Context: an optimization exercise on an open-source flow, tuned for small area and a short achievable clock period. The choices shown serve that exercise and are no tape-out recipe.
In this exercise RTL edits were held to simulation tests only and were not proved equivalent to the original.
Power figures rest on the tool's default switching activity, not on a simulated workload.

## config.mk

```make
export PLATFORM = sky130hd
export DESIGN_NAME = piped_wallace_mult
export DESIGN_NICKNAME = piped_wallace_mult
export VERILOG_FILES = /design/flow/design.v
export SDC_FILE = /design/flow/constraint.sdc
export NUM_CORES = 4
export LEC_CHECK = 0
export CAP_MARGIN = 20
export CORE_MARGIN = 2
export CORE_UTILIZATION = 55
export SETUP_SLACK_MARGIN = 0.95
export SLEW_MARGIN = 20
export SYNTH_HIERARCHICAL = 1
export SYNTH_MINIMUM_KEEP_SIZE = 0
```

## constraint.sdc

```tcl
create_clock -name core_clock -period 2.8 [get_ports {clock}]
set_input_delay 0.5600 -clock core_clock [delete_from_list [all_inputs] [get_ports {clock}]]
set_output_delay 0.5600 -clock core_clock [all_outputs]
set_load 0.01 [all_outputs]
```

## design.v

```verilog
module piped_wallace_mult(
    input wire clock, reset,
    input wire [15:0] x, y,
    output reg [31:0] prod
);
    reg [59:0] r1;
    reg [101:0] r2;
    reg [61:0] r3;
    reg v1, v2;
    wire g1 = x[1] & x[0];
    wire q2 = x[1] ^ x[0];
    wire g3 = x[2] & x[1];
    wire q4 = x[2] ^ x[1];
    wire g5 = x[3] & x[2];
    wire q6 = x[3] ^ x[2];
    wire g7 = x[4] & x[3];
    wire q8 = x[4] ^ x[3];
    wire g9 = x[5] & x[4];
    wire q10 = x[5] ^ x[4];
    wire g11 = x[6] & x[5];
    wire q12 = x[6] ^ x[5];
    wire g13 = x[7] & x[6];
    wire q14 = x[7] ^ x[6];
    wire g15 = x[8] & x[7];
    wire q16 = x[8] ^ x[7];
    wire g17 = x[9] & x[8];
    wire q18 = x[9] ^ x[8];
    wire g19 = x[10] & x[9];
    wire q20 = x[10] ^ x[9];
    wire g21 = x[11] & x[10];
    wire q22 = x[11] ^ x[10];
    wire g23 = x[12] & x[11];
    wire q24 = x[12] ^ x[11];
    wire g25 = x[13] & x[12];
    wire q26 = x[13] ^ x[12];
    wire g27 = x[14] & x[13];
    wire q28 = x[14] ^ x[13];
    wire g29 = x[15] & x[14];
    wire q30 = x[15] ^ x[14];
    wire t31, u32;
    pfx i33 (.gh(g5), .ph(q6), .gl(g3), .pl(q4), .g(t31), .p(u32));
    wire t34, u35;
    pfx i36 (.gh(g9), .ph(q10), .gl(g7), .pl(q8), .g(t34), .p(u35));
    wire t37, u38;
    pfx i39 (.gh(g13), .ph(q14), .gl(g11), .pl(q12), .g(t37), .p(u38));
    wire t40, u41;
    pfx i42 (.gh(g17), .ph(q18), .gl(g15), .pl(q16), .g(t40), .p(u41));
    wire t43, u44;
    pfx i45 (.gh(g21), .ph(q22), .gl(g19), .pl(q20), .g(t43), .p(u44));
    wire t46, u47;
    pfx i48 (.gh(g25), .ph(q26), .gl(g23), .pl(q24), .g(t46), .p(u47));
    wire t49, u50;
    pfx i51 (.gh(g29), .ph(q30), .gl(g27), .pl(q28), .g(t49), .p(u50));
    wire t52;
    pfx_g i53 (.gh(g3), .ph(q4), .gl(g1), .g(t52));
    wire t54;
    pfx_g i55 (.gh(t31), .ph(u32), .gl(g1), .g(t54));
    wire t56, u57;
    pfx i58 (.gh(g11), .ph(q12), .gl(t34), .pl(u35), .g(t56), .p(u57));
    wire t59, u60;
    pfx i61 (.gh(t37), .ph(u38), .gl(t34), .pl(u35), .g(t59), .p(u60));
    wire t62, u63;
    pfx i64 (.gh(g19), .ph(q20), .gl(t40), .pl(u41), .g(t62), .p(u63));
    wire t65, u66;
    pfx i67 (.gh(t43), .ph(u44), .gl(t40), .pl(u41), .g(t65), .p(u66));
    wire t68, u69;
    pfx i70 (.gh(g27), .ph(q28), .gl(t46), .pl(u47), .g(t68), .p(u69));
    wire t71, u72;
    pfx i73 (.gh(t49), .ph(u50), .gl(t46), .pl(u47), .g(t71), .p(u72));
    wire t74;
    pfx_g i75 (.gh(g7), .ph(q8), .gl(t54), .g(t74));
    wire t76;
    pfx_g i77 (.gh(t34), .ph(u35), .gl(t54), .g(t76));
    wire t78;
    pfx_g i79 (.gh(t56), .ph(u57), .gl(t54), .g(t78));
    wire t80;
    pfx_g i81 (.gh(t59), .ph(u60), .gl(t54), .g(t80));
    wire t82, u83;
    pfx i84 (.gh(g23), .ph(q24), .gl(t65), .pl(u66), .g(t82), .p(u83));
    wire t85, u86;
    pfx i87 (.gh(t46), .ph(u47), .gl(t65), .pl(u66), .g(t85), .p(u86));
    wire t88, u89;
    pfx i90 (.gh(t68), .ph(u69), .gl(t65), .pl(u66), .g(t88), .p(u89));
    wire t91, u92;
    pfx i93 (.gh(t71), .ph(u72), .gl(t65), .pl(u66), .g(t91), .p(u92));
    wire t94;
    pfx_g i95 (.gh(g15), .ph(q16), .gl(t80), .g(t94));
    wire t96;
    pfx_g i97 (.gh(t40), .ph(u41), .gl(t80), .g(t96));
    wire t98;
    pfx_g i99 (.gh(t62), .ph(u63), .gl(t80), .g(t98));
    wire t100;
    pfx_g i101 (.gh(t65), .ph(u66), .gl(t80), .g(t100));
    wire t102;
    pfx_g i103 (.gh(t82), .ph(u83), .gl(t80), .g(t102));
    wire t104;
    pfx_g i105 (.gh(t85), .ph(u86), .gl(t80), .g(t104));
    wire t106;
    pfx_g i107 (.gh(t88), .ph(u89), .gl(t80), .g(t106));
    wire t108;
    pfx_g i109 (.gh(t91), .ph(u92), .gl(t80), .g(t108));
    wire t110 = x[15] & t108;
    wire z111 = q4 ^ g1;
    wire z112 = q6 ^ t52;
    wire z113 = q8 ^ t54;
    wire z114 = q10 ^ t74;
    wire z115 = q12 ^ t76;
    wire z116 = q14 ^ t78;
    wire z117 = q16 ^ t80;
    wire z118 = q18 ^ t94;
    wire z119 = q20 ^ t96;
    wire z120 = q22 ^ t98;
    wire z121 = q24 ^ t100;
    wire z122 = q26 ^ t102;
    wire z123 = q28 ^ t104;
    wire z124 = q30 ^ t106;
    wire z125 = x[15] ^ t108;
    wire p126 = ((r1[33] & r1[0]) | (r1[35] & r1[0])) ^ r1[37];
    wire p127 = ((r1[33] & r1[1]) | (r1[34] & r1[0]) | (r1[35] & r1[16])) ^ r1[37];
    wire p128 = ((r1[33] & r1[2]) | (r1[34] & r1[1]) | (r1[35] & r1[17]) | (r1[36] & r1[0])) ^ r1[37];
    wire p129 = ((r1[33] & r1[3]) | (r1[34] & r1[2]) | (r1[35] & r1[18]) | (r1[36] & r1[1])) ^ r1[37];
    wire p130 = ((r1[33] & r1[4]) | (r1[34] & r1[3]) | (r1[35] & r1[19]) | (r1[36] & r1[2])) ^ r1[37];
    wire p131 = ((r1[33] & r1[5]) | (r1[34] & r1[4]) | (r1[35] & r1[20]) | (r1[36] & r1[3])) ^ r1[37];
    wire p132 = ((r1[33] & r1[6]) | (r1[34] & r1[5]) | (r1[35] & r1[21]) | (r1[36] & r1[4])) ^ r1[37];
    wire p133 = ((r1[33] & r1[7]) | (r1[34] & r1[6]) | (r1[35] & r1[22]) | (r1[36] & r1[5])) ^ r1[37];
    wire p134 = ((r1[33] & r1[8]) | (r1[34] & r1[7]) | (r1[35] & r1[23]) | (r1[36] & r1[6])) ^ r1[37];
    wire p135 = ((r1[33] & r1[9]) | (r1[34] & r1[8]) | (r1[35] & r1[24]) | (r1[36] & r1[7])) ^ r1[37];
    wire p136 = ((r1[33] & r1[10]) | (r1[34] & r1[9]) | (r1[35] & r1[25]) | (r1[36] & r1[8])) ^ r1[37];
    wire p137 = ((r1[33] & r1[11]) | (r1[34] & r1[10]) | (r1[35] & r1[26]) | (r1[36] & r1[9])) ^ r1[37];
    wire p138 = ((r1[33] & r1[12]) | (r1[34] & r1[11]) | (r1[35] & r1[27]) | (r1[36] & r1[10])) ^ r1[37];
    wire p139 = ((r1[33] & r1[13]) | (r1[34] & r1[12]) | (r1[35] & r1[28]) | (r1[36] & r1[11])) ^ r1[37];
    wire p140 = ((r1[33] & r1[14]) | (r1[34] & r1[13]) | (r1[35] & r1[29]) | (r1[36] & r1[12])) ^ r1[37];
    wire p141 = ((r1[33] & r1[15]) | (r1[34] & r1[14]) | (r1[35] & r1[30]) | (r1[36] & r1[13])) ^ r1[37];
    wire p142 = ((r1[34] & r1[15]) | (r1[35] & r1[31]) | (r1[36] & r1[14])) ^ r1[37];
    wire p143 = ((r1[35] & r1[32]) | (r1[36] & r1[15])) ^ r1[37];
    wire p144 = ((r1[38] & r1[0]) | (r1[40] & r1[0])) ^ r1[42];
    wire p145 = ((r1[38] & r1[1]) | (r1[39] & r1[0]) | (r1[40] & r1[16])) ^ r1[42];
    wire p146 = ((r1[38] & r1[2]) | (r1[39] & r1[1]) | (r1[40] & r1[17]) | (r1[41] & r1[0])) ^ r1[42];
    wire p147 = ((r1[38] & r1[3]) | (r1[39] & r1[2]) | (r1[40] & r1[18]) | (r1[41] & r1[1])) ^ r1[42];
    wire p148 = ((r1[38] & r1[4]) | (r1[39] & r1[3]) | (r1[40] & r1[19]) | (r1[41] & r1[2])) ^ r1[42];
    wire p149 = ((r1[38] & r1[5]) | (r1[39] & r1[4]) | (r1[40] & r1[20]) | (r1[41] & r1[3])) ^ r1[42];
    wire p150 = ((r1[38] & r1[6]) | (r1[39] & r1[5]) | (r1[40] & r1[21]) | (r1[41] & r1[4])) ^ r1[42];
    wire p151 = ((r1[38] & r1[7]) | (r1[39] & r1[6]) | (r1[40] & r1[22]) | (r1[41] & r1[5])) ^ r1[42];
    wire p152 = ((r1[38] & r1[8]) | (r1[39] & r1[7]) | (r1[40] & r1[23]) | (r1[41] & r1[6])) ^ r1[42];
    wire p153 = ((r1[38] & r1[9]) | (r1[39] & r1[8]) | (r1[40] & r1[24]) | (r1[41] & r1[7])) ^ r1[42];
    wire p154 = ((r1[38] & r1[10]) | (r1[39] & r1[9]) | (r1[40] & r1[25]) | (r1[41] & r1[8])) ^ r1[42];
    wire p155 = ((r1[38] & r1[11]) | (r1[39] & r1[10]) | (r1[40] & r1[26]) | (r1[41] & r1[9])) ^ r1[42];
    wire p156 = ((r1[38] & r1[12]) | (r1[39] & r1[11]) | (r1[40] & r1[27]) | (r1[41] & r1[10])) ^ r1[42];
    wire p157 = ((r1[38] & r1[13]) | (r1[39] & r1[12]) | (r1[40] & r1[28]) | (r1[41] & r1[11])) ^ r1[42];
    wire p158 = ((r1[38] & r1[14]) | (r1[39] & r1[13]) | (r1[40] & r1[29]) | (r1[41] & r1[12])) ^ r1[42];
    wire p159 = ((r1[38] & r1[15]) | (r1[39] & r1[14]) | (r1[40] & r1[30]) | (r1[41] & r1[13])) ^ r1[42];
    wire p160 = ((r1[39] & r1[15]) | (r1[40] & r1[31]) | (r1[41] & r1[14])) ^ r1[42];
    wire p161 = ((r1[40] & r1[32]) | (r1[41] & r1[15])) ^ r1[42];
    wire p162 = ((r1[43] & r1[0]) | (r1[45] & r1[0])) ^ r1[47];
    wire p163 = ((r1[43] & r1[1]) | (r1[44] & r1[0]) | (r1[45] & r1[16])) ^ r1[47];
    wire p164 = ((r1[43] & r1[2]) | (r1[44] & r1[1]) | (r1[45] & r1[17]) | (r1[46] & r1[0])) ^ r1[47];
    wire p165 = ((r1[43] & r1[3]) | (r1[44] & r1[2]) | (r1[45] & r1[18]) | (r1[46] & r1[1])) ^ r1[47];
    wire p166 = ((r1[43] & r1[4]) | (r1[44] & r1[3]) | (r1[45] & r1[19]) | (r1[46] & r1[2])) ^ r1[47];
    wire p167 = ((r1[43] & r1[5]) | (r1[44] & r1[4]) | (r1[45] & r1[20]) | (r1[46] & r1[3])) ^ r1[47];
    wire p168 = ((r1[43] & r1[6]) | (r1[44] & r1[5]) | (r1[45] & r1[21]) | (r1[46] & r1[4])) ^ r1[47];
    wire p169 = ((r1[43] & r1[7]) | (r1[44] & r1[6]) | (r1[45] & r1[22]) | (r1[46] & r1[5])) ^ r1[47];
    wire p170 = ((r1[43] & r1[8]) | (r1[44] & r1[7]) | (r1[45] & r1[23]) | (r1[46] & r1[6])) ^ r1[47];
    wire p171 = ((r1[43] & r1[9]) | (r1[44] & r1[8]) | (r1[45] & r1[24]) | (r1[46] & r1[7])) ^ r1[47];
    wire p172 = ((r1[43] & r1[10]) | (r1[44] & r1[9]) | (r1[45] & r1[25]) | (r1[46] & r1[8])) ^ r1[47];
    wire p173 = ((r1[43] & r1[11]) | (r1[44] & r1[10]) | (r1[45] & r1[26]) | (r1[46] & r1[9])) ^ r1[47];
    wire p174 = ((r1[43] & r1[12]) | (r1[44] & r1[11]) | (r1[45] & r1[27]) | (r1[46] & r1[10])) ^ r1[47];
    wire p175 = ((r1[43] & r1[13]) | (r1[44] & r1[12]) | (r1[45] & r1[28]) | (r1[46] & r1[11])) ^ r1[47];
    wire p176 = ((r1[43] & r1[14]) | (r1[44] & r1[13]) | (r1[45] & r1[29]) | (r1[46] & r1[12])) ^ r1[47];
    wire p177 = ((r1[43] & r1[15]) | (r1[44] & r1[14]) | (r1[45] & r1[30]) | (r1[46] & r1[13])) ^ r1[47];
    wire p178 = ((r1[44] & r1[15]) | (r1[45] & r1[31]) | (r1[46] & r1[14])) ^ r1[47];
    wire p179 = ((r1[45] & r1[32]) | (r1[46] & r1[15])) ^ r1[47];
    wire p180 = ((r1[48] & r1[0]) | (r1[50] & r1[0])) ^ r1[52];
    wire p181 = ((r1[48] & r1[1]) | (r1[49] & r1[0]) | (r1[50] & r1[16])) ^ r1[52];
    wire p182 = ((r1[48] & r1[2]) | (r1[49] & r1[1]) | (r1[50] & r1[17]) | (r1[51] & r1[0])) ^ r1[52];
    wire p183 = ((r1[48] & r1[3]) | (r1[49] & r1[2]) | (r1[50] & r1[18]) | (r1[51] & r1[1])) ^ r1[52];
    wire p184 = ((r1[48] & r1[4]) | (r1[49] & r1[3]) | (r1[50] & r1[19]) | (r1[51] & r1[2])) ^ r1[52];
    wire p185 = ((r1[48] & r1[5]) | (r1[49] & r1[4]) | (r1[50] & r1[20]) | (r1[51] & r1[3])) ^ r1[52];
    wire p186 = ((r1[48] & r1[6]) | (r1[49] & r1[5]) | (r1[50] & r1[21]) | (r1[51] & r1[4])) ^ r1[52];
    wire p187 = ((r1[48] & r1[7]) | (r1[49] & r1[6]) | (r1[50] & r1[22]) | (r1[51] & r1[5])) ^ r1[52];
    wire p188 = ((r1[48] & r1[8]) | (r1[49] & r1[7]) | (r1[50] & r1[23]) | (r1[51] & r1[6])) ^ r1[52];
    wire p189 = ((r1[48] & r1[9]) | (r1[49] & r1[8]) | (r1[50] & r1[24]) | (r1[51] & r1[7])) ^ r1[52];
    wire p190 = ((r1[48] & r1[10]) | (r1[49] & r1[9]) | (r1[50] & r1[25]) | (r1[51] & r1[8])) ^ r1[52];
    wire p191 = ((r1[48] & r1[11]) | (r1[49] & r1[10]) | (r1[50] & r1[26]) | (r1[51] & r1[9])) ^ r1[52];
    wire p192 = ((r1[48] & r1[12]) | (r1[49] & r1[11]) | (r1[50] & r1[27]) | (r1[51] & r1[10])) ^ r1[52];
    wire p193 = ((r1[48] & r1[13]) | (r1[49] & r1[12]) | (r1[50] & r1[28]) | (r1[51] & r1[11])) ^ r1[52];
    wire p194 = ((r1[48] & r1[14]) | (r1[49] & r1[13]) | (r1[50] & r1[29]) | (r1[51] & r1[12])) ^ r1[52];
    wire p195 = ((r1[48] & r1[15]) | (r1[49] & r1[14]) | (r1[50] & r1[30]) | (r1[51] & r1[13])) ^ r1[52];
    wire p196 = ((r1[49] & r1[15]) | (r1[50] & r1[31]) | (r1[51] & r1[14])) ^ r1[52];
    wire p197 = ((r1[50] & r1[32]) | (r1[51] & r1[15])) ^ r1[52];
    wire p198 = ((r1[53] & r1[0]) | (r1[55] & r1[0])) ^ r1[57];
    wire p199 = ((r1[53] & r1[1]) | (r1[54] & r1[0]) | (r1[55] & r1[16])) ^ r1[57];
    wire p200 = ((r1[53] & r1[2]) | (r1[54] & r1[1]) | (r1[55] & r1[17]) | (r1[56] & r1[0])) ^ r1[57];
    wire p201 = ((r1[53] & r1[3]) | (r1[54] & r1[2]) | (r1[55] & r1[18]) | (r1[56] & r1[1])) ^ r1[57];
    wire p202 = ((r1[53] & r1[4]) | (r1[54] & r1[3]) | (r1[55] & r1[19]) | (r1[56] & r1[2])) ^ r1[57];
    wire p203 = ((r1[53] & r1[5]) | (r1[54] & r1[4]) | (r1[55] & r1[20]) | (r1[56] & r1[3])) ^ r1[57];
    wire p204 = ((r1[53] & r1[6]) | (r1[54] & r1[5]) | (r1[55] & r1[21]) | (r1[56] & r1[4])) ^ r1[57];
    wire p205 = ((r1[53] & r1[7]) | (r1[54] & r1[6]) | (r1[55] & r1[22]) | (r1[56] & r1[5])) ^ r1[57];
    wire p206 = ((r1[53] & r1[8]) | (r1[54] & r1[7]) | (r1[55] & r1[23]) | (r1[56] & r1[6])) ^ r1[57];
    wire p207 = ((r1[53] & r1[9]) | (r1[54] & r1[8]) | (r1[55] & r1[24]) | (r1[56] & r1[7])) ^ r1[57];
    wire p208 = ((r1[53] & r1[10]) | (r1[54] & r1[9]) | (r1[55] & r1[25]) | (r1[56] & r1[8])) ^ r1[57];
    wire p209 = ((r1[53] & r1[11]) | (r1[54] & r1[10]) | (r1[55] & r1[26]) | (r1[56] & r1[9])) ^ r1[57];
    wire p210 = ((r1[53] & r1[12]) | (r1[54] & r1[11]) | (r1[55] & r1[27]) | (r1[56] & r1[10])) ^ r1[57];
    wire p211 = ((r1[53] & r1[13]) | (r1[54] & r1[12]) | (r1[55] & r1[28]) | (r1[56] & r1[11])) ^ r1[57];
    wire p212 = ((r1[53] & r1[14]) | (r1[54] & r1[13]) | (r1[55] & r1[29]) | (r1[56] & r1[12])) ^ r1[57];
    wire p213 = ((r1[53] & r1[15]) | (r1[54] & r1[14]) | (r1[55] & r1[30]) | (r1[56] & r1[13])) ^ r1[57];
    wire p214 = ((r1[54] & r1[15]) | (r1[55] & r1[31]) | (r1[56] & r1[14])) ^ r1[57];
    wire p215 = ((r1[55] & r1[32]) | (r1[56] & r1[15])) ^ r1[57];
    wire p216 = (r1[58] & r1[0]);
    wire p217 = (r1[58] & r1[1]) | (r1[59] & r1[0]);
    wire p218 = (r1[58] & r1[2]) | (r1[59] & r1[1]);
    wire p219 = (r1[58] & r1[3]) | (r1[59] & r1[2]);
    wire p220 = (r1[58] & r1[4]) | (r1[59] & r1[3]);
    wire p221 = (r1[58] & r1[5]) | (r1[59] & r1[4]);
    wire p222 = (r1[58] & r1[6]) | (r1[59] & r1[5]);
    wire p223 = (r1[58] & r1[7]) | (r1[59] & r1[6]);
    wire p224 = (r1[58] & r1[8]) | (r1[59] & r1[7]);
    wire p225 = (r1[58] & r1[9]) | (r1[59] & r1[8]);
    wire p226 = (r1[58] & r1[10]) | (r1[59] & r1[9]);
    wire p227 = (r1[58] & r1[11]) | (r1[59] & r1[10]);
    wire p228 = (r1[58] & r1[12]) | (r1[59] & r1[11]);
    wire p229 = (r1[58] & r1[13]) | (r1[59] & r1[12]);
    wire p230 = (r1[58] & r1[14]) | (r1[59] & r1[13]);
    wire p231 = (r1[58] & r1[15]) | (r1[59] & r1[14]);
    wire p232 = (r1[59] & r1[15]);
    wire p233 = ~r1[37];
    wire p234 = ~r1[42];
    wire p235 = ~r1[47];
    wire p236 = ~r1[52];
    wire p237 = ~r1[57];
    wire s238 = p135 ^ p150;
    wire c239 = p135 & p150;
    wire s240 = p136 ^ p151;
    wire c241 = p136 & p151;
    wire s242 = p137 ^ p152;
    wire c243 = p137 & p152;
    wire s244 = p138 ^ p153 ^ p168;
    wire c245 = (p138 & p153) | (p138 & p168) | (p153 & p168);
    wire s246 = p183 ^ p198;
    wire c247 = p183 & p198;
    wire s248 = p139 ^ p154 ^ p169;
    wire c249 = (p139 & p154) | (p139 & p169) | (p154 & p169);
    wire s250 = p184 ^ p199;
    wire c251 = p184 & p199;
    wire s252 = p140 ^ p155 ^ p170;
    wire c253 = (p140 & p155) | (p140 & p170) | (p155 & p170);
    wire s254 = p185 ^ p200;
    wire c255 = p185 & p200;
    wire s256 = p141 ^ p156 ^ p171;
    wire c257 = (p141 & p156) | (p141 & p171) | (p156 & p171);
    wire s258 = p186 ^ p201 ^ p216;
    wire c259 = (p186 & p201) | (p186 & p216) | (p201 & p216);
    wire s260 = p142 ^ p157 ^ p172;
    wire c261 = (p142 & p157) | (p142 & p172) | (p157 & p172);
    wire s262 = p187 ^ p202 ^ p217;
    wire c263 = (p187 & p202) | (p187 & p217) | (p202 & p217);
    wire s264 = p143 ^ p158 ^ p173;
    wire c265 = (p143 & p158) | (p143 & p173) | (p158 & p173);
    wire s266 = p188 ^ p203 ^ p218;
    wire c267 = (p188 & p203) | (p188 & p218) | (p203 & p218);
    wire s268 = p159 ^ p174 ^ p189;
    wire c269 = (p159 & p174) | (p159 & p189) | (p174 & p189);
    wire s270 = p204 ^ p219 ^ r1[37];
    wire c271 = (p204 & p219) | (p204 & r1[37]) | (p219 & r1[37]);
    wire s272 = p160 ^ p175 ^ p190;
    wire c273 = (p160 & p175) | (p160 & p190) | (p175 & p190);
    wire s274 = p205 ^ p220 ^ r1[37];
    wire c275 = (p205 & p220) | (p205 & r1[37]) | (p220 & r1[37]);
    wire s276 = p161 ^ p176 ^ p191;
    wire c277 = (p161 & p176) | (p161 & p191) | (p176 & p191);
    wire s278 = p206 ^ p221 ^ r1[37];
    wire c279 = (p206 & p221) | (p206 & r1[37]) | (p221 & r1[37]);
    wire s280 = p177 ^ p192 ^ p207;
    wire c281 = (p177 & p192) | (p177 & p207) | (p192 & p207);
    wire s282 = p222 ^ p233 ^ p234;
    wire c283 = (p222 & p233) | (p222 & p234) | (p233 & p234);
    wire s284 = p178 ^ p193 ^ p208;
    wire c285 = (p178 & p193) | (p178 & p208) | (p193 & p208);
    wire s286 = p223 ^ 1'b1;
    wire c287 = p223 & 1'b1;
    wire s288 = p179 ^ p194 ^ p209;
    wire c289 = (p179 & p194) | (p179 & p209) | (p194 & p209);
    wire s290 = p224 ^ 1'b1;
    wire c291 = p224 & 1'b1;
    wire s292 = p195 ^ p210 ^ p225;
    wire c293 = (p195 & p210) | (p195 & p225) | (p210 & p225);
    wire s294 = p196 ^ p211;
    wire c295 = p196 & p211;
    wire s296 = p197 ^ p212;
    wire c297 = p197 & p212;
    wire s298 = r2[11] ^ r2[12];
    wire c299 = r2[11] & r2[12];
    wire s300 = r2[15] ^ r2[16];
    wire c301 = r2[15] & r2[16];
    wire s302 = r2[18] ^ r2[19];
    wire c303 = r2[18] & r2[19];
    wire s304 = r2[21] ^ r2[22] ^ r2[23];
    wire c305 = (r2[21] & r2[22]) | (r2[21] & r2[23]) | (r2[22] & r2[23]);
    wire s306 = r2[25] ^ r2[26] ^ r2[27];
    wire c307 = (r2[25] & r2[26]) | (r2[25] & r2[27]) | (r2[26] & r2[27]);
    wire s308 = r2[29] ^ r2[30] ^ r2[31];
    wire c309 = (r2[29] & r2[30]) | (r2[29] & r2[31]) | (r2[30] & r2[31]);
    wire s310 = r2[33] ^ r2[34] ^ r2[35];
    wire c311 = (r2[33] & r2[34]) | (r2[33] & r2[35]) | (r2[34] & r2[35]);
    wire s312 = r2[37] ^ r2[38] ^ r2[39];
    wire c313 = (r2[37] & r2[38]) | (r2[37] & r2[39]) | (r2[38] & r2[39]);
    wire s314 = r2[41] ^ r2[42] ^ r2[43];
    wire c315 = (r2[41] & r2[42]) | (r2[41] & r2[43]) | (r2[42] & r2[43]);
    wire s316 = r2[45] ^ r2[46] ^ r2[47];
    wire c317 = (r2[45] & r2[46]) | (r2[45] & r2[47]) | (r2[46] & r2[47]);
    wire s318 = r2[49] ^ r2[50] ^ r2[51];
    wire c319 = (r2[49] & r2[50]) | (r2[49] & r2[51]) | (r2[50] & r2[51]);
    wire s320 = r2[53] ^ r2[54] ^ r2[55];
    wire c321 = (r2[53] & r2[54]) | (r2[53] & r2[55]) | (r2[54] & r2[55]);
    wire s322 = r2[57] ^ r2[58] ^ r2[59];
    wire c323 = (r2[57] & r2[58]) | (r2[57] & r2[59]) | (r2[58] & r2[59]);
    wire s324 = r2[61] ^ r2[62] ^ r2[63];
    wire c325 = (r2[61] & r2[62]) | (r2[61] & r2[63]) | (r2[62] & r2[63]);
    wire s326 = r2[65] ^ r2[66] ^ r2[67];
    wire c327 = (r2[65] & r2[66]) | (r2[65] & r2[67]) | (r2[66] & r2[67]);
    wire s328 = r2[69] ^ r2[70] ^ r2[71];
    wire c329 = (r2[69] & r2[70]) | (r2[69] & r2[71]) | (r2[70] & r2[71]);
    wire s330 = r2[73] ^ r2[74] ^ r2[75];
    wire c331 = (r2[73] & r2[74]) | (r2[73] & r2[75]) | (r2[74] & r2[75]);
    wire s332 = r2[77] ^ r2[78] ^ r2[79];
    wire c333 = (r2[77] & r2[78]) | (r2[77] & r2[79]) | (r2[78] & r2[79]);
    wire s334 = r2[81] ^ r2[82] ^ r2[83];
    wire c335 = (r2[81] & r2[82]) | (r2[81] & r2[83]) | (r2[82] & r2[83]);
    wire s336 = r2[85] ^ r2[86] ^ r2[87];
    wire c337 = (r2[85] & r2[86]) | (r2[85] & r2[87]) | (r2[86] & r2[87]);
    wire s338 = r2[88] ^ r2[89] ^ r2[90];
    wire c339 = (r2[88] & r2[89]) | (r2[88] & r2[90]) | (r2[89] & r2[90]);
    wire s340 = r2[91] ^ r2[92] ^ r2[93];
    wire c341 = (r2[91] & r2[92]) | (r2[91] & r2[93]) | (r2[92] & r2[93]);
    wire s342 = r2[95] ^ r2[96];
    wire c343 = r2[95] & r2[96];
    wire s344 = r2[97] ^ r2[98];
    wire c345 = r2[97] & r2[98];
    wire s346 = r2[4] ^ r2[5];
    wire c347 = r2[4] & r2[5];
    wire s348 = r2[7] ^ r2[8];
    wire c349 = r2[7] & r2[8];
    wire s350 = r2[9] ^ r2[10];
    wire c351 = r2[9] & r2[10];
    wire s352 = s298 ^ r2[13] ^ r2[14];
    wire c353 = (s298 & r2[13]) | (s298 & r2[14]) | (r2[13] & r2[14]);
    wire s354 = c299 ^ s300 ^ r2[17];
    wire c355 = (c299 & s300) | (c299 & r2[17]) | (s300 & r2[17]);
    wire s356 = c301 ^ s302 ^ r2[20];
    wire c357 = (c301 & s302) | (c301 & r2[20]) | (s302 & r2[20]);
    wire s358 = c303 ^ s304 ^ r2[24];
    wire c359 = (c303 & s304) | (c303 & r2[24]) | (s304 & r2[24]);
    wire s360 = c305 ^ s306 ^ r2[28];
    wire c361 = (c305 & s306) | (c305 & r2[28]) | (s306 & r2[28]);
    wire s362 = c307 ^ s308 ^ r2[32];
    wire c363 = (c307 & s308) | (c307 & r2[32]) | (s308 & r2[32]);
    wire s364 = c309 ^ s310 ^ r2[36];
    wire c365 = (c309 & s310) | (c309 & r2[36]) | (s310 & r2[36]);
    wire s366 = c311 ^ s312 ^ r2[40];
    wire c367 = (c311 & s312) | (c311 & r2[40]) | (s312 & r2[40]);
    wire s368 = c313 ^ s314 ^ r2[44];
    wire c369 = (c313 & s314) | (c313 & r2[44]) | (s314 & r2[44]);
    wire s370 = c315 ^ s316 ^ r2[48];
    wire c371 = (c315 & s316) | (c315 & r2[48]) | (s316 & r2[48]);
    wire s372 = c317 ^ s318 ^ r2[52];
    wire c373 = (c317 & s318) | (c317 & r2[52]) | (s318 & r2[52]);
    wire s374 = c319 ^ s320 ^ r2[56];
    wire c375 = (c319 & s320) | (c319 & r2[56]) | (s320 & r2[56]);
    wire s376 = c321 ^ s322 ^ r2[60];
    wire c377 = (c321 & s322) | (c321 & r2[60]) | (s322 & r2[60]);
    wire s378 = c323 ^ s324 ^ r2[64];
    wire c379 = (c323 & s324) | (c323 & r2[64]) | (s324 & r2[64]);
    wire s380 = c325 ^ s326 ^ r2[68];
    wire c381 = (c325 & s326) | (c325 & r2[68]) | (s326 & r2[68]);
    wire s382 = c327 ^ s328 ^ r2[72];
    wire c383 = (c327 & s328) | (c327 & r2[72]) | (s328 & r2[72]);
    wire s384 = c329 ^ s330 ^ r2[76];
    wire c385 = (c329 & s330) | (c329 & r2[76]) | (s330 & r2[76]);
    wire s386 = c331 ^ s332 ^ r2[80];
    wire c387 = (c331 & s332) | (c331 & r2[80]) | (s332 & r2[80]);
    wire s388 = c333 ^ s334 ^ r2[84];
    wire c389 = (c333 & s334) | (c333 & r2[84]) | (s334 & r2[84]);
    wire s390 = c335 ^ s336 ^ 1'b1;
    wire c391 = (c335 & s336) | (c335 & 1'b1) | (s336 & 1'b1);
    wire s392 = c337 ^ s338 ^ 1'b1;
    wire c393 = (c337 & s338) | (c337 & 1'b1) | (s338 & 1'b1);
    wire s394 = c339 ^ s340 ^ r2[94];
    wire c395 = (c339 & s340) | (c339 & r2[94]) | (s340 & r2[94]);
    wire s396 = c341 ^ s342 ^ 1'b1;
    wire c397 = (c341 & s342) | (c341 & 1'b1) | (s342 & 1'b1);
    wire s398 = c343 ^ s344 ^ 1'b1;
    wire c399 = (c343 & s344) | (c343 & 1'b1) | (s344 & 1'b1);
    wire s400 = c345 ^ r2[99] ^ r2[100];
    wire c401 = (c345 & r2[99]) | (c345 & r2[100]) | (r2[99] & r2[100]);
    wire s402 = r2[101] ^ 1'b1;
    wire c403 = r2[101] & 1'b1;
    wire t404 = r3[2] & r3[0];
    wire u405 = r3[5] & r3[3];
    wire t406, u407;
    pfx i408 (.gh(r3[8]), .ph(r3[9]), .gl(r3[6]), .pl(r3[7]), .g(t406), .p(u407));
    wire t409, u410;
    pfx i411 (.gh(r3[12]), .ph(r3[13]), .gl(r3[10]), .pl(r3[11]), .g(t409), .p(u410));
    wire t412, u413;
    pfx i414 (.gh(r3[16]), .ph(r3[17]), .gl(r3[14]), .pl(r3[15]), .g(t412), .p(u413));
    wire t415, u416;
    pfx i417 (.gh(r3[20]), .ph(r3[21]), .gl(r3[18]), .pl(r3[19]), .g(t415), .p(u416));
    wire t418, u419;
    pfx i420 (.gh(r3[24]), .ph(r3[25]), .gl(r3[22]), .pl(r3[23]), .g(t418), .p(u419));
    wire t421, u422;
    pfx i423 (.gh(r3[28]), .ph(r3[29]), .gl(r3[26]), .pl(r3[27]), .g(t421), .p(u422));
    wire t424, u425;
    pfx i426 (.gh(r3[32]), .ph(r3[33]), .gl(r3[30]), .pl(r3[31]), .g(t424), .p(u425));
    wire t427, u428;
    pfx i429 (.gh(r3[36]), .ph(r3[37]), .gl(r3[34]), .pl(r3[35]), .g(t427), .p(u428));
    wire t430, u431;
    pfx i432 (.gh(r3[40]), .ph(r3[41]), .gl(r3[38]), .pl(r3[39]), .g(t430), .p(u431));
    wire t433, u434;
    pfx i435 (.gh(r3[44]), .ph(r3[45]), .gl(r3[42]), .pl(r3[43]), .g(t433), .p(u434));
    wire t436, u437;
    pfx i438 (.gh(r3[48]), .ph(r3[49]), .gl(r3[46]), .pl(r3[47]), .g(t436), .p(u437));
    wire t439, u440;
    pfx i441 (.gh(r3[52]), .ph(r3[53]), .gl(r3[50]), .pl(r3[51]), .g(t439), .p(u440));
    wire t442, u443;
    pfx i444 (.gh(r3[56]), .ph(r3[57]), .gl(r3[54]), .pl(r3[55]), .g(t442), .p(u443));
    wire t445 = r3[3] & t404;
    wire t446;
    pfx_g i447 (.gh(r3[4]), .ph(u405), .gl(t404), .g(t446));
    wire t448, u449;
    pfx i450 (.gh(r3[10]), .ph(r3[11]), .gl(t406), .pl(u407), .g(t448), .p(u449));
    wire t451, u452;
    pfx i453 (.gh(t409), .ph(u410), .gl(t406), .pl(u407), .g(t451), .p(u452));
    wire t454, u455;
    pfx i456 (.gh(r3[18]), .ph(r3[19]), .gl(t412), .pl(u413), .g(t454), .p(u455));
    wire t457, u458;
    pfx i459 (.gh(t415), .ph(u416), .gl(t412), .pl(u413), .g(t457), .p(u458));
    wire t460, u461;
    pfx i462 (.gh(r3[26]), .ph(r3[27]), .gl(t418), .pl(u419), .g(t460), .p(u461));
    wire t463, u464;
    pfx i465 (.gh(t421), .ph(u422), .gl(t418), .pl(u419), .g(t463), .p(u464));
    wire t466, u467;
    pfx i468 (.gh(r3[34]), .ph(r3[35]), .gl(t424), .pl(u425), .g(t466), .p(u467));
    wire t469, u470;
    pfx i471 (.gh(t427), .ph(u428), .gl(t424), .pl(u425), .g(t469), .p(u470));
    wire t472, u473;
    pfx i474 (.gh(r3[42]), .ph(r3[43]), .gl(t430), .pl(u431), .g(t472), .p(u473));
    wire t475, u476;
    pfx i477 (.gh(t433), .ph(u434), .gl(t430), .pl(u431), .g(t475), .p(u476));
    wire t478, u479;
    pfx i480 (.gh(r3[50]), .ph(r3[51]), .gl(t436), .pl(u437), .g(t478), .p(u479));
    wire t481, u482;
    pfx i483 (.gh(t439), .ph(u440), .gl(t436), .pl(u437), .g(t481), .p(u482));
    wire t484, u485;
    pfx i486 (.gh(r3[58]), .ph(r3[59]), .gl(t442), .pl(u443), .g(t484), .p(u485));
    wire t487;
    pfx_g i488 (.gh(r3[6]), .ph(r3[7]), .gl(t446), .g(t487));
    wire t489;
    pfx_g i490 (.gh(t406), .ph(u407), .gl(t446), .g(t489));
    wire t491;
    pfx_g i492 (.gh(t448), .ph(u449), .gl(t446), .g(t491));
    wire t493;
    pfx_g i494 (.gh(t451), .ph(u452), .gl(t446), .g(t493));
    wire t495, u496;
    pfx i497 (.gh(r3[22]), .ph(r3[23]), .gl(t457), .pl(u458), .g(t495), .p(u496));
    wire t498, u499;
    pfx i500 (.gh(t418), .ph(u419), .gl(t457), .pl(u458), .g(t498), .p(u499));
    wire t501, u502;
    pfx i503 (.gh(t460), .ph(u461), .gl(t457), .pl(u458), .g(t501), .p(u502));
    wire t504, u505;
    pfx i506 (.gh(t463), .ph(u464), .gl(t457), .pl(u458), .g(t504), .p(u505));
    wire t507, u508;
    pfx i509 (.gh(r3[38]), .ph(r3[39]), .gl(t469), .pl(u470), .g(t507), .p(u508));
    wire t510, u511;
    pfx i512 (.gh(t430), .ph(u431), .gl(t469), .pl(u470), .g(t510), .p(u511));
    wire t513, u514;
    pfx i515 (.gh(t472), .ph(u473), .gl(t469), .pl(u470), .g(t513), .p(u514));
    wire t516, u517;
    pfx i518 (.gh(t475), .ph(u476), .gl(t469), .pl(u470), .g(t516), .p(u517));
    wire t519, u520;
    pfx i521 (.gh(r3[54]), .ph(r3[55]), .gl(t481), .pl(u482), .g(t519), .p(u520));
    wire t522, u523;
    pfx i524 (.gh(t442), .ph(u443), .gl(t481), .pl(u482), .g(t522), .p(u523));
    wire t525, u526;
    pfx i527 (.gh(t484), .ph(u485), .gl(t481), .pl(u482), .g(t525), .p(u526));
    wire t528;
    pfx_g i529 (.gh(r3[14]), .ph(r3[15]), .gl(t493), .g(t528));
    wire t530;
    pfx_g i531 (.gh(t412), .ph(u413), .gl(t493), .g(t530));
    wire t532;
    pfx_g i533 (.gh(t454), .ph(u455), .gl(t493), .g(t532));
    wire t534;
    pfx_g i535 (.gh(t457), .ph(u458), .gl(t493), .g(t534));
    wire t536;
    pfx_g i537 (.gh(t495), .ph(u496), .gl(t493), .g(t536));
    wire t538;
    pfx_g i539 (.gh(t498), .ph(u499), .gl(t493), .g(t538));
    wire t540;
    pfx_g i541 (.gh(t501), .ph(u502), .gl(t493), .g(t540));
    wire t542;
    pfx_g i543 (.gh(t504), .ph(u505), .gl(t493), .g(t542));
    wire t544, u545;
    pfx i546 (.gh(r3[46]), .ph(r3[47]), .gl(t516), .pl(u517), .g(t544), .p(u545));
    wire t547, u548;
    pfx i549 (.gh(t436), .ph(u437), .gl(t516), .pl(u517), .g(t547), .p(u548));
    wire t550, u551;
    pfx i552 (.gh(t478), .ph(u479), .gl(t516), .pl(u517), .g(t550), .p(u551));
    wire t553, u554;
    pfx i555 (.gh(t481), .ph(u482), .gl(t516), .pl(u517), .g(t553), .p(u554));
    wire t556, u557;
    pfx i558 (.gh(t519), .ph(u520), .gl(t516), .pl(u517), .g(t556), .p(u557));
    wire t559, u560;
    pfx i561 (.gh(t522), .ph(u523), .gl(t516), .pl(u517), .g(t559), .p(u560));
    wire t562, u563;
    pfx i564 (.gh(t525), .ph(u526), .gl(t516), .pl(u517), .g(t562), .p(u563));
    wire t565;
    pfx_g i566 (.gh(r3[30]), .ph(r3[31]), .gl(t542), .g(t565));
    wire t567;
    pfx_g i568 (.gh(t424), .ph(u425), .gl(t542), .g(t567));
    wire t569;
    pfx_g i570 (.gh(t466), .ph(u467), .gl(t542), .g(t569));
    wire t571;
    pfx_g i572 (.gh(t469), .ph(u470), .gl(t542), .g(t571));
    wire t573;
    pfx_g i574 (.gh(t507), .ph(u508), .gl(t542), .g(t573));
    wire t575;
    pfx_g i576 (.gh(t510), .ph(u511), .gl(t542), .g(t575));
    wire t577;
    pfx_g i578 (.gh(t513), .ph(u514), .gl(t542), .g(t577));
    wire t579;
    pfx_g i580 (.gh(t516), .ph(u517), .gl(t542), .g(t579));
    wire t581;
    pfx_g i582 (.gh(t544), .ph(u545), .gl(t542), .g(t581));
    wire t583;
    pfx_g i584 (.gh(t547), .ph(u548), .gl(t542), .g(t583));
    wire t585;
    pfx_g i586 (.gh(t550), .ph(u551), .gl(t542), .g(t585));
    wire t587;
    pfx_g i588 (.gh(t553), .ph(u554), .gl(t542), .g(t587));
    wire t589;
    pfx_g i590 (.gh(t556), .ph(u557), .gl(t542), .g(t589));
    wire t591;
    pfx_g i592 (.gh(t559), .ph(u560), .gl(t542), .g(t591));
    wire t593;
    pfx_g i594 (.gh(t562), .ph(u563), .gl(t542), .g(t593));
    wire z595 = r3[2] ^ r3[0];
    wire z596 = r3[3] ^ t404;
    wire z597 = r3[5] ^ t445;
    wire z598 = r3[7] ^ t446;
    wire z599 = r3[9] ^ t487;
    wire z600 = r3[11] ^ t489;
    wire z601 = r3[13] ^ t491;
    wire z602 = r3[15] ^ t493;
    wire z603 = r3[17] ^ t528;
    wire z604 = r3[19] ^ t530;
    wire z605 = r3[21] ^ t532;
    wire z606 = r3[23] ^ t534;
    wire z607 = r3[25] ^ t536;
    wire z608 = r3[27] ^ t538;
    wire z609 = r3[29] ^ t540;
    wire z610 = r3[31] ^ t542;
    wire z611 = r3[33] ^ t565;
    wire z612 = r3[35] ^ t567;
    wire z613 = r3[37] ^ t569;
    wire z614 = r3[39] ^ t571;
    wire z615 = r3[41] ^ t573;
    wire z616 = r3[43] ^ t575;
    wire z617 = r3[45] ^ t577;
    wire z618 = r3[47] ^ t579;
    wire z619 = r3[49] ^ t581;
    wire z620 = r3[51] ^ t583;
    wire z621 = r3[53] ^ t585;
    wire z622 = r3[55] ^ t587;
    wire z623 = r3[57] ^ t589;
    wire z624 = r3[59] ^ t591;
    wire z625 = r3[61] ^ t593;
    wire [31:0] result = {z625, z624, z623, z622, z621, z620, z619, z618, z617, z616, z615, z614, z613, z612, z611, z610, z609, z608, z607, z606, z605, z604, z603, z602, z601, z600, z599, z598, z597, z596, z595, r3[1]};
    always @(posedge clock) begin
        r1 <= {(y[14] & y[15]), (y[14] & ~y[15]) | (~y[14] & y[15]), y[14], (y[11] & y[12] & y[13] & ~y[14]) | (~y[11] & ~y[12] & ~y[13] & y[14]), (y[11] & ~y[12] & y[13] & ~y[14]) | (~y[11] & y[12] & y[13] & ~y[14]) | (y[11] & ~y[12] & ~y[13] & y[14]) | (~y[11] & y[12] & ~y[13] & y[14]), (y[11] & y[12] & ~y[13] & ~y[14]) | (~y[11] & ~y[12] & y[13] & ~y[14]) | (y[11] & y[12] & ~y[13] & y[14]) | (~y[11] & ~y[12] & y[13] & y[14]), (y[11] & ~y[12] & ~y[13] & ~y[14]) | (~y[11] & y[12] & ~y[13] & ~y[14]) | (y[11] & ~y[12] & y[13] & y[14]) | (~y[11] & y[12] & y[13] & y[14]), y[11], (y[8] & y[9] & y[10] & ~y[11]) | (~y[8] & ~y[9] & ~y[10] & y[11]), (y[8] & ~y[9] & y[10] & ~y[11]) | (~y[8] & y[9] & y[10] & ~y[11]) | (y[8] & ~y[9] & ~y[10] & y[11]) | (~y[8] & y[9] & ~y[10] & y[11]), (y[8] & y[9] & ~y[10] & ~y[11]) | (~y[8] & ~y[9] & y[10] & ~y[11]) | (y[8] & y[9] & ~y[10] & y[11]) | (~y[8] & ~y[9] & y[10] & y[11]), (y[8] & ~y[9] & ~y[10] & ~y[11]) | (~y[8] & y[9] & ~y[10] & ~y[11]) | (y[8] & ~y[9] & y[10] & y[11]) | (~y[8] & y[9] & y[10] & y[11]), y[8], (y[5] & y[6] & y[7] & ~y[8]) | (~y[5] & ~y[6] & ~y[7] & y[8]), (y[5] & ~y[6] & y[7] & ~y[8]) | (~y[5] & y[6] & y[7] & ~y[8]) | (y[5] & ~y[6] & ~y[7] & y[8]) | (~y[5] & y[6] & ~y[7] & y[8]), (y[5] & y[6] & ~y[7] & ~y[8]) | (~y[5] & ~y[6] & y[7] & ~y[8]) | (y[5] & y[6] & ~y[7] & y[8]) | (~y[5] & ~y[6] & y[7] & y[8]), (y[5] & ~y[6] & ~y[7] & ~y[8]) | (~y[5] & y[6] & ~y[7] & ~y[8]) | (y[5] & ~y[6] & y[7] & y[8]) | (~y[5] & y[6] & y[7] & y[8]), y[5], (y[2] & y[3] & y[4] & ~y[5]) | (~y[2] & ~y[3] & ~y[4] & y[5]), (y[2] & ~y[3] & y[4] & ~y[5]) | (~y[2] & y[3] & y[4] & ~y[5]) | (y[2] & ~y[3] & ~y[4] & y[5]) | (~y[2] & y[3] & ~y[4] & y[5]), (y[2] & y[3] & ~y[4] & ~y[5]) | (~y[2] & ~y[3] & y[4] & ~y[5]) | (y[2] & y[3] & ~y[4] & y[5]) | (~y[2] & ~y[3] & y[4] & y[5]), (y[2] & ~y[3] & ~y[4] & ~y[5]) | (~y[2] & y[3] & ~y[4] & ~y[5]) | (y[2] & ~y[3] & y[4] & y[5]) | (~y[2] & y[3] & y[4] & y[5]), y[2], (~y[0] & ~y[1] & y[2]), (y[0] & y[1] & ~y[2]) | (y[0] & ~y[1] & y[2]), (~y[0] & y[1] & ~y[2]) | (~y[0] & y[1] & y[2]), (y[0] & ~y[1] & ~y[2]) | (y[0] & y[1] & y[2]), t110, z125, z124, z123, z122, z121, z120, z119, z118, z117, z116, z115, z114, z113, z112, z111, q2, x[15], x[14], x[13], x[12], x[11], x[10], x[9], x[8], x[7], x[6], x[5], x[4], x[3], x[2], x[1], x[0]};
        r2 <= {p232, p237, p231, p230, p215, p229, p214, p236, p228, p213, c297, p227, s296, c295, p226, s294, c293, p235, s292, c291, c289, s290, s288, c287, c285, s286, s284, c283, c281, s282, s280, c279, c277, s278, s276, c275, c273, s274, s272, c271, c269, s270, s268, c267, c265, s266, s264, c263, c261, s262, s260, c259, c257, s258, s256, c255, c253, s254, s252, c251, c249, s250, s248, c247, c245, r1[57], s246, s244, c243, p182, p167, s242, c241, p181, p166, s240, c239, r1[52], p180, p165, s238, p164, p149, p134, p163, p148, p133, r1[47], p162, p147, p132, p146, p131, p145, p130, r1[42], p144, p129, p128, p127, r1[37], p126};
    end
    always @(posedge clock or posedge reset)
        if (reset) begin
            v1 <= 1'b0; v2 <= 1'b0; r3 <= 62'd0; prod <= 32'd0;
        end else begin
            v1 <= 1'b1; v2 <= v1;
            r3 <= v2 ? {c401 ^ s402, c401 & s402, c399 ^ s400, c399 & s400, c397 ^ s398, c397 & s398, c395 ^ s396, c395 & s396, c393 ^ s394, c393 & s394, c391 ^ s392, c391 & s392, c389 ^ s390, c389 & s390, c387 ^ s388, c387 & s388, c385 ^ s386, c385 & s386, c383 ^ s384, c383 & s384, c381 ^ s382, c381 & s382, c379 ^ s380, c379 & s380, c377 ^ s378, c377 & s378, c375 ^ s376, c375 & s376, c373 ^ s374, c373 & s374, c371 ^ s372, c371 & s372, c369 ^ s370, c369 & s370, c367 ^ s368, c367 & s368, c365 ^ s366, c365 & s366, c363 ^ s364, c363 & s364, c361 ^ s362, c361 & s362, c359 ^ s360, c359 & s360, c357 ^ s358, c357 & s358, c355 ^ s356, c355 & s356, c353 ^ s354, c353 & s354, c351 ^ s352, c351 & s352, c349 ^ s350, c349 & s350, c347 ^ s348, c347 & s348, s346 ^ r2[6], s346 & r2[6], r2[3], r2[2], r2[0] ^ r2[1], r2[0] & r2[1]} : 62'd0;
            prod <= result;
        end
endmodule
module pfx(input wire gh, ph, gl, pl, output wire g, p);
    assign g = gh | (ph & gl);
    assign p = ph & pl;
endmodule
module pfx_g(input wire gh, ph, gl, output wire g);
    assign g = gh | (ph & gl);
endmodule
```

## run.sh

```bash
#!/bin/bash
# synth_recipe.tcl (not shown) runs the flow's synth.tcl, then flattens the netlist and writes it again
# the make line also repeats each setting of config.mk as NAME=value (left out here)
make -C /OpenROAD-flow-scripts/flow DESIGN_CONFIG=/design/flow/config.mk WORK_HOME=/design/flow/orfs CLKGATE_MAP_FILE= SYNTH_SCRIPT=/design/flow/synth_recipe.tcl finish
```

==> results.ini, run 1 <==
[outcome]
status=no timing/DRC/antenna violations

[critical_path]
cp_max_fo=1
ff2ff_setup_slack_ns=0.87
reg2reg_to=r3[53]
slowest_delay_ns=0.53
worstSetupStartpoint=r2[91]
slowest_stage=fa_1
path_cells=fa_1, inv_1, fa_1, inv_1, ha_2, and2_4
endpoint_kind=register
cp_data_arrival_time_ns=2.40
reg2reg_from=r2[91]
critPathKind=register to register
reg2reg_depth=6
required_ns=3.27
startpoint_type=register
worstSetupEndpoint=r3[53]

[timing]
finalSetupTns_ns=0
min_period_over_period=0.6890
tightest_slew_ns=0.8780
slew_violations=0
fmax_mhz=518.4
setup_ws_ns=0.8708
min_period_ns=1.929
finalClockSkew_ns=0.01088
worst_slew_margin_rel=0.4138
hold_viol=0
setup_viol=0
grt_setup_unrepaired=true

[route]
via_count=8110
ant_nets=0
avgRoutedWirePerCell_um=17.73
firstDrtPassIters=8
wirelength_um=26670
vias_per_cell=5.392
drc=0
drtIter0Drc=826

[final_layout]
diodes=0
layout.cells.non_filler=1504
multi_input_area_um2=7214
area_delta_synth_final_pct=14.01
seqCellArea_um2=5677
final_layout_size_suffix_gt1_frac=0.1856
nFillCells=1930
final_common_cell=and2_1
final_area_um2=15320
layout_common_cells=and2_1 (125), dfxtp_1 (123), xnor2_1 (100)
nets=1321

[pwr]
powerDensity_nw_per_um2=875.1
ir_drop_mv=0.4061
leakage_uw=0.007336

[place]
dpl_cell_area_um2=14240
dp_hpwl_um=19520
gp_congestion=0.8719
dp_slack_ns=0.09123
place_inst=1451
io_buffer_count=65

[synthesis]
ys_ff_latch=257
seq_area_frac_synth=0.4184
synth.net_count=1273
syn-mean-instance-area_um2=12.09
ys.warnings.count=7
netlist_area_um2=13430
ys_types=29
syn_inst=1111

[clock_tree]
ctsHoldBuffers=0
numCtsBuffers=28
cts_sinks=257
clk_pin_slew_ns=0.06
cts_tree=done
clockBufferDepth=3
cts_max_level=1
root_buffer=clkbuf_16
clk_latency_ns=0.53

[floorplanning]
die_w_um=160.3
die_h_um=160.3
io_pins=66
rows=57
dieArea_um2=25690
core_um2=24180
start_util=0.5557

[global_routing]
grt_max_degree=62
grt_pass1_vias=8155
globalRouteTotalUtil=0.2129
grt_pass1_wl_um=44440
grt_overflow=0
grt_antenna_before_repair=0

[min_path]
hp-class=primary input to register

[job]
drv_cap=0

==> power breakdown <==
group          internal, uW  total (uW)  switching, uW
registers              4690        5430            740
clock network          2050        3440           1390
logic                  2400        4530           2130
==> state kept, by name, indices dropped and copies added, names as in the netlist <==
| register | cells |
|---|---|
| r2 | 102 |
| v2 | 1 |
| v1 | 1 |
| r3 | 61 |
| r1 | 60 |
| prod | 32 |
==> final cells by class <==
cell class,count,share of cell area
clock inverter,9,0.003594
sequential,257,0.3706
timing repair buffer,105,0.06102
multi-input combinational,716,0.4710
inverter,51,0.01274
tap,324,0.02647
clock buffer,42,0.05449
==> per-layer routing <==
layer  up-vias  share of wire  wire length, um  track usage
li1       3981              -                -            -
met1      3794           0.50            13360       0.3233
met2       278           0.42            11120       0.3176
met3        57          0.055             1479      0.03091
met4         0          0.027              721      0.06020
met5         -              0                0            0
==> Yosys stat by module (local to each module, per instance) <==
| module | copies in the design | flops+latches | cells | cell area (um2) |
|---|---|---|---|---|
| pfx | 61 | 0 | 2 | 13.76 |
| pfx_g | 42 | 0 | 1 | 7.507 |
| piped_wallace_mult | 1 | 257 | 947 | 12280 |
==> synthesized netlist by cell type, drive strengths merged <==
master    n  share of area
nor3b     1        0.00056
conb      1        0.00028
fa       60          0.089
o21ai     9         0.0034
or4b      4         0.0030
a221oi   70          0.075
a22oi     9         0.0050
buf      73          0.042
dfxtp   162           0.24
nor2      8         0.0022
and2    126          0.059
a21o    103          0.058
xor2     43          0.028
inv      51          0.014
clkbuf   15         0.0043
nand4b    4         0.0026
nand2    12         0.0034
nor2b     6         0.0028
xnor2   100          0.065
a222oi   10         0.0075
a22o     81          0.054
ha       68          0.063
dfrtp    95           0.18
==> critical path, delay by kind of cell (launching register included) <==
kind          cells  cell delay [ns]
fa+ha+maj         3             1.32
flops             1             0.32
simple gates      1             0.12
buf+inv           2             0.10
==> metrics by stage <==
stage          hold WS, ns  power (uW)  utilization
6_report            0.2568       13400       0.6335
5_1_grt             0.2386       14580       0.6335
4_1_cts             0.3442       13520       0.6269
3_5_place_dp        0.3347       10100       0.5891
3_3_place_gp        0.3343       10060       0.5891
2_1_floorplan       0.3258        8578            -
==> worst min path at each step <==
stage	start	slack (ns)	depth (start not counted)	endpoint
finish	x[8]	0.26	1	r1[8]
global route	x[8]	0.24	1	r1[8]
CTS	x[1]	0.34	1	r1[1]
detailed placement	v1	0.33	0	v2
global placement	v1	0.33	0	v2
floorplan	r1[47]	0.33	0	r2[14]
==> kinds of logic (layout without fill, tap and decap cells) <==
kind of cell | count (synthesis) | in the layout | synth area share
AOI/OAI and AO/OA | 282 | 283 | 0.2015
xor gates and xnor gates | 143 | 143 | 0.09323
adders and majority gates | 128 | 128 | 0.1527
buffers and inverters | 139 | 207 | 0.06063
DFF | 257 | 257 | 0.4184
other | 1 | 1 | 0.0002791
and+or+nand+nor | 161 | 161 | 0.07321
==> what timing repair did <==
item	CTS	global route
gates cloned	0	1
gates resized for setup	75	33
setup endpoints to repair	112	54
setup buffers	0	1
pin swaps	33	15
==> run 2, diff against run 1 <==
--- a/config.mk
+++ b/config.mk
@@ -8,5 +8,6 @@
 export CAP_MARGIN = 20
 export CORE_MARGIN = 2
-export CORE_UTILIZATION = 55
+export CORE_UTILIZATION = 40
+export CTS_BUF_LIST = sky130_fd_sc_hd__clkbuf_8
 export SETUP_SLACK_MARGIN = 0.95
 export SLEW_MARGIN = 20
==> run 2 against run 1 <==
  * Global-route usage is 5.0 points lower
  * Maximum frequency is 1.9% higher
  * Wire length is 5.5% higher
  * Synthesized cell count stayed put
  * Sequential cell count stayed put
  * First-iteration DRC count is 23% lower
  * Design area is 0.99% higher
  * Power is 0.54% lower
  * Register-to-register slack better by 0.04 ns
  * Critical path type unchanged
  * Highest routed layer unchanged
==> results.ini, run 2 <==
[outcome]
status=no timing/DRC/antenna violations

[place]
dp_hpwl_um=20460  ; +4.8%
io_buffer_count=65  ; unchanged
gp_congestion=0.8366  ; -4.0%
dp_slack_ns=0.09788  ; +0.006650 ns

[synthesis]
synth_top_family_by_area=compound AO/OA/AOI/OAI gates
synth-async-reset-ratio=0.3696  ; unchanged
seq_area_frac_synth=0.4184  ; unchanged
netlist_area_um2=13430  ; unchanged
yosys.cell_count.top_type=dfxtp_1
synthMuxAreaShare=0  ; unchanged
syn-mean-instance-area_um2=12.09  ; unchanged
ys_types=29  ; unchanged
syn_inst=1111  ; unchanged
synth_xor_area_frac=0.09323  ; unchanged
synth_compound_area_frac=0.2015  ; unchanged
yosys.area_share.adder=0.1527  ; unchanged
synthSimpleGateAreaFrac=0.07320  ; unchanged
ys.warnings.count=7  ; unchanged
synth.net_count=1273  ; unchanged
ys.flop_type=dfxtp_1
synth_common_cells=dfxtp_1 (162), and2_1 (126), a21o_1 (103), xnor2_1 (100), dfrtp_1 (95)
synth_area_leaders=dfxtp_1 (24%), dfrtp_1 (18%), fa_1 (8.9%)
synth_area_leader_cell=dfxtp_1
ys_ff_latch=257  ; unchanged
synth_top_cell_area_share=0.2414  ; unchanged
synth_edf_count=0  ; unchanged

[pwr]
power_frac_clock=0.251  ; -0.006
seqPwrFrac=0.409  ; +0.004
switchingPower_uw=4350  ; +2.2%
ir_drop_mv=0.3304  ; -19%
pwr-share-comb=0.339  ; about the same
leakage_uw=0.007401  ; +0.88%
powerDensity_nw_per_um2=861.8  ; -1.5%
p_sw_frac=0.3264  ; +0.008709
intPower_uw=8979  ; -1.8%
p_total_uw=13330  ; -0.54%

[global_routing]
grt_max_degree=71  ; +15%
grt_antenna_before_repair=0  ; unchanged
grt_overflow=0  ; unchanged
grt_pass1_wl_um=46360  ; +4.3%
globalRouteTotalUtil=0.1631  ; -0.04978
grt_pass1_vias=8448  ; +3.6%

[timing]
tightest_slew_ns=0.7430  ; -0.1350 ns
fmax_mhz=528.2  ; +1.9%
min_period_ns=1.893  ; -0.03603 ns
worst_slew_margin_rel=0.5040  ; +0.09011
setup_viol=0  ; unchanged
setup_ws_ns=0.9068  ; +0.03603 ns
slew_violations=0  ; unchanged
grt_setup_unrepaired=true
finalSetupTns_ns=0  ; unchanged
min_period_over_period=0.6761  ; -0.01287
finalClockSkew_ns=0.01926  ; +0.008385 ns
hold_viol=0  ; unchanged

[floorplanning]
core_um2=33280  ; +38%
dieArea_um2=35070  ; +36%
die_w_um=187.3  ; +17%
die_h_um=187.3  ; +17%
start_util=0.4037  ; -0.1520
rows=67  ; +18%
io_pins=66  ; unchanged

[critical_path]
cp_data_arrival_time_ns=2.32  ; -0.08 ns
slowest_stage=fa_1
critPathKind=register to register
required_ns=3.23  ; -0.04 ns
slowest_delay_ns=0.52  ; about the same
startpoint_type=register
path_cells=fa_1, inv_1, fa_1, inv_1, ha_1, and2_1
cp_max_fo=1  ; unchanged
cp.buffers_inverters=2  ; unchanged
endpoint_kind=register
cp_top_family=adder cells

[route]
vias_per_cell=4.992  ; -7.4%
ant_nets=0  ; unchanged
drc=0  ; unchanged
firstDrtPassIters=8  ; unchanged
avgRoutedWirePerCell_um=17.01  ; -4.1%
via_count=8262  ; +1.9%
wirelength_um=28150  ; +5.5%
drtIter0Drc=634  ; -23%

[clock_tree]
root_buffer=clkbuf_8
clockBufferDepth=3  ; unchanged
cts_max_level=2  ; +1
cts_sinks=257  ; unchanged
clk_latency_ns=0.55  ; +0.02 ns
clk_pin_slew_ns=0.06  ; about the same
cts_tree=done
numCtsBuffers=43  ; +54%
ctsHoldBuffers=0  ; unchanged

[final_layout]
utilization=0.4648  ; -0.1687
diodes=0  ; unchanged
reg.largest.list=r2: 102 flops, r3: 61 flops, r1: 60 flops
largest_register_ffs=102  ; unchanged
area_delta_synth_final_pct=15.13
largest-register=r2
nets=1336  ; +1.1%
nFillCells=3023  ; +57%
final_layout_size_suffix_gt1_frac=0.2022  ; +0.01656
final_common_cell=and2_1
layout_common_cells=and2_1 (126), dfxtp_1 (119), xnor2_1 (100)

[job]
drv_cap=0  ; unchanged

[min_path]
hp-class=primary input to register

[run 2: cell types whose count changed in the layout (fill, tap and decap cells not counted), sizes merged]
| cell | delta |
|---|---|
| dlymetal6s2s | -2 |
| inv | +14 |
| clkbuf | +14 |
| clkdlybuf4s50 | -2 |
| dlygate4sd2 | +4 |
| clkinv | -1 |
| bufinv | +1 |
| clkinvlp | -1 |
[run 2: metrics by stage]
step | hold slack, ns | cell area (um2) | instances
final | 0.2361 | 15470 | 1655
after global routing | 0.2076 | 15470 | 1655
after CTS | 0.2747 | 15340 | 1655
after detailed placement | 0.3397 | 14380 | 1573
after global placement | 0.3332 | 14380 | 1573
after floorplan | 0.3258 | 13510 | 1111
[run 2: worst reg2reg max path: cells and delay by family, from the launching register on]
family	cells	cell delay (ns)
simple gates	1	0.13
buf+inv	2	0.09
fa+ha+maj	3	1.24
flops	1	0.32
[run 2: power groups by stage]
stage,clock (uW),sequential [uW],combinational (uW)
floorplan,0,5280,3300
global placement,0,5500,4590
detailed placement,0,5520,4620
CTS,3470,5450,4580
global route,3650,5590,5340
finish,3350,5460,4520
[run 2: per-module statistics from Yosys (local to each module, per instance)]
module	flops+latches	copies in the design	cells inside
piped_wallace_mult	257	1	947
pfx	0	61	2
pfx_g	0	42	1
[run 2: per-layer routing]
layer  part of all wire  routed length (um)  GRT usage
met4              0.023                 655    0.05464
met3              0.057                1593    0.03189
met1               0.50               13960     0.2370
met5                  0                   0          0
met2               0.42               11940     0.2426
[run 2: path summary, 6_finish.rpt]
check	slack, ns	to	cells after the start	startpoint
min in group asynchronous	0.49	prod[5]	3	reset
setup reg to reg	0.91	r3[53]	6	r2[93]
setup / recovery	0.91	r3[53]	6	r2[93]
hold / removal	0.24	r1[12]	1	x[12]
max in group asynchronous	2.02	r3[52]	3	reset
hold reg to reg	0.35	v2	0	v1
[run 2: final cells by class]
type | instances | area, um2 | area share
inverter | 51 | 195.2 | 0.01262
multi-input combinational | 716 | 7212 | 0.4663
tap | 448 | 560.5 | 0.03624
clock buffer | 56 | 770.7 | 0.04983
timing repair buffer | 105 | 920.9 | 0.05954
clock inverter | 22 | 126.4 | 0.008170
sequential | 257 | 5682 | 0.3673
[run 2: logic make-up after synthesis]
group,after synthesis
AO/OA/AOI/OAI,282
flip-flops,257
AND/OR/NAND/NOR,161
XOR/XNOR,143
buffers and inverters,139
adder cells (fa/ha/maj),128
other,1
[run 2: timing repair]
item,CTS,global route
resized for setup,76,36
setup buffers,3,0
setup endpoints to repair,101,57
pin swaps,36,27
gates cloned,1,0
==> run 3, diff against run 2 <==
--- a/config.mk
+++ b/config.mk
@@ -9,5 +9,4 @@
 export CORE_MARGIN = 2
 export CORE_UTILIZATION = 40
-export CTS_BUF_LIST = sky130_fd_sc_hd__clkbuf_8
 export SETUP_SLACK_MARGIN = 0.95
 export SLEW_MARGIN = 20
==> run 3 against run 2 <==
  * Critical endpoint is now r3[45]
  * Sequential cell count unchanged
  * Worst hold slack gained 0.0021 ns
  * Synthesized cell count unchanged
  * Largest cell class unchanged
  * Global-route usage down 0.11 points
  * Area after synthesis did not move
  * First-iteration DRC count is 2.2% higher
  * Clock power rose by 13%
  * Critical path depth did not move
  * Maximum frequency is 0.26% higher
  * Die area is the same
==> results.ini, run 3 <==
[synthesis]
ys_types=29  ; unchanged
synth.net_count=1273  ; unchanged
yosys.cell_count.top_type=dfxtp_1
syn-mean-instance-area_um2=12.09  ; unchanged
synth_area_leader_cell=dfxtp_1
synth_common_cells=dfxtp_1 (162), and2_1 (126), a21o_1 (103), xnor2_1 (100), dfrtp_1 (95)
ys.flop_type=dfxtp_1
synth_top_cell_area_share=0.2414  ; unchanged
synth_area_leaders=dfxtp_1 (24%), dfrtp_1 (18%), fa_1 (8.9%)
netlist_area_um2=13430  ; unchanged
synth_edf_count=0  ; unchanged

[final_layout]
final_area_um2=15540  ; +0.45%
reg.largest.list=r2: 102 flops, r3: 61 flops, r1: 60 flops
diodes=0  ; unchanged
largest-register=r2
multi_input_area_um2=7208  ; about the same
layout_common_cells=and2_1 (126), dfxtp_1 (121), xnor2_1 (100)
nFillCells=2996  ; -0.89%
final_layout_size_suffix_gt1_frac=0.1900  ; -0.01216
seqCellArea_um2=5677  ; about the same

[timing]
setup_ws_ns=0.9117  ; +0.004846 ns
hold_viol=0  ; unchanged
finalClockSkew_ns=0.01014  ; -0.009122 ns
slew_violations=0  ; unchanged
tightest_slew_ns=0.7531  ; +0.01008 ns
fmax_mhz=529.6  ; +0.26%

[place]
dpl_cell_area_um2=14380  ; unchanged
dp_slack_ns=0.09788  ; unchanged

[floorplanning]
start_util=0.4037  ; unchanged
die_w_um=187.3  ; unchanged
io_pins=66  ; unchanged

[route]
firstDrtPassIters=5  ; -3
drtIter0Drc=648  ; +2.2%
avgRoutedWirePerCell_um=17.18  ; +1.0%

[critical_path]
slowest_stage=fa_1
cp_data_arrival_time_ns=2.30  ; -0.02 ns
cp_max_fo=1  ; unchanged
slowest_delay_ns=0.52  ; about the same

[pwr]
ir_drop_mv=0.4733  ; +43%

[outcome]
status=no timing/DRC/antenna violations

[job]
drv_cap=0  ; unchanged

[global_routing]
globalRouteTotalUtil=0.1620  ; -0.001088
grt_antenna_before_repair=0  ; unchanged
grt_overflow=0  ; unchanged
grt_pass1_vias=8321  ; -1.5%
met3_usage=0.02702  ; -0.004878
grt.busiest_layer=met2

[clock_tree]
root_buffer=clkbuf_16
clockBufferDepth=3  ; unchanged

==> run 3: cell count changes in the layout (fill, tap and decap cells not counted), moves of 2 or more <==
cell        change
inv_6           -2
dfxtp_1         +2
clkinvlp_4      +2
inv_1          -13
clkbuf_1        +4
clkinv_4        +4
clkbuf_16      +31
clkinv_2        -3
bufinv_16       +2
clkbuf_8       -54
==> run 3: Yosys stat by module, one instance, submodules excluded <==
| module | cells | copies in the design | flip-flops and latches |
|---|---|---|---|
| pfx_g | 1 | 42 | 0 |
| pfx | 2 | 61 | 0 |
| piped_wallace_mult | 947 | 1 | 257 |
==> run 3: area by class of cell <==
class | instances | area share
Timing Repair Buffer | 106 | 0.05943
Clock buffer | 37 | 0.05267
Clock inverter | 12 | 0.009986
Inverter | 51 | 0.01256
Multi-Input combinational cell | 716 | 0.4639
Tap cell | 448 | 0.03608
Sequential cell | 257 | 0.3654
==> run 3: path summary, 6_finish.rpt <==
path	startpoint	endpoint	slack, ns	depth (start not counted)
min in group asynchronous	reset	prod[6]	0.50	3
worst max-delay path	r2[77]	r3[45]	0.91	6
worst min-delay path	x[2]	r1[2]	0.24	1
worst min register to register	v1	v2	0.35	0
max in group asynchronous	reset	r3[48]	2.01	3
worst max register to register	r2[77]	r3[45]	0.91	6
==> run 3: worst max-delay path: cells and delay by family (launching register included) <==
kind	cells	cell delay (ns)
flops	1	0.32
simple gates	1	0.15
fa+ha+maj	3	1.23
buf+inv	2	0.08
==> run 3: cell families after synthesis <==
| family | Yosys count | synth area share |
|---|---|---|
| other cells | 1 | 0.0002791 |
| compound gates | 282 | 0.2015 |
| fa+ha+maj | 128 | 0.1527 |
| buf+inv | 139 | 0.06063 |
| simple gates | 161 | 0.07321 |
| xor+xnor | 143 | 0.09323 |
| flops | 257 | 0.4184 |
==> run 3: metal layers <==
layer | vias up | wire, um | share of wire
met5 | - | 0 | 0
met4 | 0 | 569 | 0.020
met3 | 43 | 1587 | 0.057
met2 | 238 | 11890 | 0.43
met1 | 3927 | 13910 | 0.50
li1 | 3971 | - | -
==> run 3: where the power goes <==
group	internal [uW]	switching (uW)	leakage, uW
clock	2330	1440	0.000472
combinational	2390	2150	0.00429
sequential	4700	753	0.00260
==> run 3: stage by stage <==
step	cells	hold slack [ns]	power (uW)
4_1_cts	1625	0.3318	13920
3_5_place_dp	1573	0.3397	10150
2_1_floorplan	1111	0.3258	8578
5_1_grt	1627	0.2256	14990
6_report	1627	0.2382	13760
3_3_place_gp	1573	0.3332	10090
==> run 3: timing repair <==
action | in CTS | in global routing
hold buffers | 0 | 0
setup endpoints to repair | 105 | 55
resized for setup | 79 | 33
pin swaps | 44 | 20
cloned | 1 | 0
buffers inserted | 2 | 2

Re-timed with assumed drivers on the ports (clkbuf_16 on the clock, buf_2 on other inputs), run 3 has 0.912 ns of setup slack against 0.912 ns with ideal ports, and 0.469 ns once port delays also move by the mid clock arrival of 0.577 ns.
